From an optimization exercise on the open Yosys and OpenROAD flow, aimed at small area and a short achievable clock period; shortcuts taken in it are not production practice.
Only simulation tests tie the RTL to the original design; equivalence was not proved.
Power figures rest on the tool's default switching activity, not on a simulated workload.

==> job 1069: inputs <==
==> flow/design.v (excerpt) <==
module fpm(
    input [32:1] a,
    input [32:1] b,
    input clk,
    input rst,
    input in_valid,
    output [32:1] c,
    output out_valid
    );
reg [2:0] vld;
always @(posedge clk)
    if (!rst)
        vld <= 0;
    else
        vld <= {vld[1:0], in_valid};
assign out_valid = vld[2];
wire one1;
wire two2;
wire neg3;
wire bp4;
wire bp5;
wire bp6;
wire bp7;
wire bp8;
wire bp9;
wire bp10;
wire bp11;
wire bp12;
wire bp13;
wire bp14;
wire bp15;
wire bp16;
wire bp17;
wire bp18;
wire bp19;
wire bp20;
wire bp21;
wire bp22;
wire bp23;
wire bp24;
wire bp25;
wire bp26;
wire bp27;
wire bp28;
wire nn29;
wire one30;
wire two31;
wire neg32;
wire bp33;
wire bp34;
wire bp35;
wire bp36;
wire bp37;
wire bp38;
wire bp39;
wire bp40;
wire bp41;
wire bp42;
wire bp43;
wire bp44;
wire bp45;
wire bp46;
wire bp47;
wire bp48;
wire bp49;
wire bp50;
wire bp51;
wire bp52;
wire bp53;
wire bp54;
wire bp55;
wire bp56;
wire bp57;
wire nn58;
wire one59;
wire two60;
wire neg61;
wire bp62;
wire bp63;
wire bp64;
wire bp65;
wire bp66;
wire bp67;
wire bp68;
wire bp69;
wire bp70;
wire bp71;
wire bp72;
wire bp73;
wire bp74;
wire bp75;
wire bp76;
wire bp77;
wire bp78;
wire bp79;
wire bp80;
wire bp81;
wire bp82;
wire bp83;
wire bp84;
wire bp85;
wire bp86;
wire nn87;
wire one88;
wire two89;
wire neg90;
wire bp91;
wire bp92;
wire bp93;
wire bp94;
wire bp95;
wire bp96;
wire bp97;
wire bp98;
wire bp99;
wire bp100;
wire bp101;
wire bp102;
wire bp103;
wire bp104;
wire bp105;
wire bp106;
wire bp107;
wire bp108;
wire bp109;
wire bp110;
wire bp111;
wire bp112;
wire bp113;
wire bp114;
wire bp115;
wire nn116;
wire one117;
wire two118;
wire neg119;
wire bp120;
wire bp121;
wire bp122;
wire bp123;
wire bp124;
wire bp125;
wire bp126;
wire bp127;
wire bp128;
wire bp129;
wire bp130;
wire bp131;
wire bp132;
wire bp133;
wire bp134;
wire bp135;
wire bp136;
wire bp137;
wire bp138;
wire bp139;
wire bp140;
wire bp141;
wire bp142;
wire bp143;
  ...
export LEC_CHECK = 0
export CAP_MARGIN = 50
export CORE_MARGIN = 2
export CORE_UTILIZATION = 60
export SETUP_SLACK_MARGIN = 3.0
export SLEW_MARGIN = 70
export SYNTH_HIERARCHICAL = 1
export SYNTH_MINIMUM_KEEP_SIZE = 0
export TNS_END_PERCENT = 0
create_clock -name core_clock -period 5.0 [get_ports {clk}]
standard.sh (not shown) runs the stock make flow with config.mk's settings and CLKGATE_MAP_FILE= SYNTH_SCRIPT=/design/flow/synth_recipe.tcl, a recipe that flattens the netlist after the stock synthesis.
==> flow/flow/run.sh <==
#!/bin/bash
set -euo pipefail
export BUFFER_PORTS_ARGS="-buffer_cell sky130_fd_sc_hd__buf_2"
bash standard.sh > standard.log 2>&1
==> job 3846: changes against job 1069 <==
CORE_UTILIZATION = 45   (was 60)
CTS_BUF_LIST = sky130_fd_sc_hd__clkbuf_8   (was unset)
CTS_CLUSTER_DIAMETER = 50   (was unset)
CTS_CLUSTER_SIZE = 18   (was unset)
SETUP_SLACK_MARGIN = 2.7   (was 3.0)
==> job 9203: changes against job 1069 <==
CTS_BUF_LIST = sky130_fd_sc_hd__clkbuf_8 sky130_fd_sc_hd__clkbuf_16   (was unset)
CTS_CLUSTER_DIAMETER = 60   (was unset)
CTS_CLUSTER_SIZE = 25   (was unset)
SETUP_SLACK_MARGIN = 2.7   (was 3.0)
==> job 4512: changes against job 1069 <==
CTS_BUF_LIST = sky130_fd_sc_hd__clkbuf_8   (was unset)
CTS_CLUSTER_DIAMETER = 50   (was unset)
CTS_CLUSTER_SIZE = 18   (was unset)
SETUP_SLACK_MARGIN = 2.7   (was 3.0)
==> results.py <==
metrics = {
    "outcome": {
        "run_status": "complete, no violations",
    },
    "final_layout": {
        "drive_gt1_share_pct": 21.3,
        "multi_input_area_share_pct": 61.1,
        "num-nets-final": 2382,
        "syn_to_final_growth_pct": 21.2,
        "clock_area_share_pct": 3.43,
        "seq_share_pct": 23.8,
    },
    "power": {
        "pg_seq_w": 0.00394,
        "p_clk_share_pct": 13.5,
        "internal-power_w": 0.00823,
        "pg_clk_w": 0.00194,
    },
    "worst_setup_path": {
        "crit_fanout": 20,
        "startpoint_type": "primary input",
        "rrSetupSlack_ns": 2.20,
    },
    "timing": {
        "fin_hold_ws_ns": 0.328,
    },
    "drt": {
        "wl_met2_um": 26800,
        "drt_first_pass_iters": 5,
    },
    "clocking": {
        "cts_root_buf": "clkbuf_8",
    },
}
-- figures above: job 3846

==> results.py <==
metrics = {
    "drt": {
        "drt_first_pass_iters": 8,
        "wl_met2_um": 27400,
    },
    "final_layout": {
        "clock_area_share_pct": 4.92,
        "drive_gt1_share_pct": 22.5,
        "multi_input_area_share_pct": 60.1,
        "seq_share_pct": 23.2,
    },
    "worst_setup_path": {
        "startpoint_type": "primary input",
    },
    "power": {
        "pg_clk_w": 0.00265,
        "internal-power_w": 0.00911,
    },
    "clocking": {
        "cts_root_buf": "clkbuf_16",
    },
    "outcome": {
        "run_status": "complete, no violations",
    },
}
-- figures above: job 1069

==> results.py <==
metrics = {
    "outcome": {
        "run_status": "complete, no violations",
    },
    "final_layout": {
        "syn_to_final_growth_pct": 18.5,
        "num-nets-final": 2347,
        "multi_input_area_share_pct": 62.4,
        "seq_share_pct": 24.3,
        "drive_gt1_share_pct": 19.3,
        "clock_area_share_pct": 3.55,
    },
    "drt": {
        "drt_first_pass_iters": 5,
        "wl_met2_um": 25400,
    },
    "power": {
        "internal-power_w": 0.00824,
        "p_clk_share_pct": 13.5,
        "pg_clk_w": 0.00193,
        "pg_seq_w": 0.00393,
    },
    "worst_setup_path": {
        "rrSetupSlack_ns": 2.26,
        "crit_fanout": 7,
        "startpoint_type": "primary input",
    },
    "clocking": {
        "cts_root_buf": "clkbuf_8",
    },
}
-- figures above: job 4512

==> results.py <==
metrics = {
    "outcome": {
        "run_status": "complete, no violations",
    },
    "clocking": {
        "cts_root_buf": "clkbuf_16",
    },
    "power": {
        "pg_seq_w": 0.00394,
        "p_clk_share_pct": 15.5,
        "internal-power_w": 0.00850,
        "pg_clk_w": 0.00228,
    },
    "final_layout": {
        "drive_gt1_share_pct": 20.3,
        "num-nets-final": 2380,
        "syn_to_final_growth_pct": 21.6,
        "seq_share_pct": 23.7,
        "multi_input_area_share_pct": 60.7,
    },
    "worst_setup_path": {
        "rrSetupSlack_ns": 2.20,
        "startpoint_type": "register",
    },
    "timing": {
        "fin_hold_ws_ns": 0.330,
    },
    "drt": {
        "drt_first_pass_iters": 5,
    },
}
-- figures above: job 9203

re-timing with driven ports:
No port has a modelled driver above. Below, the same layouts with a new extraction and two added sets of constraints.
Step 1 assumes that a clkbuf_16 drives the clock port and a buf_2 every other input.
Step 2 adds t to the input delays and takes it off the output delays; t is the mean of the earliest and latest rising clock arrival at the registers after step 1. Input paths then give back, and output paths get back, about the clock's delay inside the block.
Slacks: no drivers / after step 1 / after step 2; pairs: no drivers / after step 1.
| run | t, ns | setup slack, ns | clock arrival spread, ns |
|---|---|---|---|
| job 1069 | 0.647 | 2.220 / 2.143 / 1.496 | 0.018 / 0.018 |
| job 3846 | 0.659 | 2.165 / 2.096 / 1.438 | 0.029 / 0.029 |
| job 9203 | 0.621 | 2.198 / 2.097 / 1.476 | 0.022 / 0.022 |
| job 4512 | 0.691 | 2.200 / 2.096 / 1.406 | 0.047 / 0.047 |
After both steps every run listed still meets setup and hold. For job 4512, which loses most, drivers alone change the setup slack by -0.104 ns; drivers and shift together by -0.794 ns.
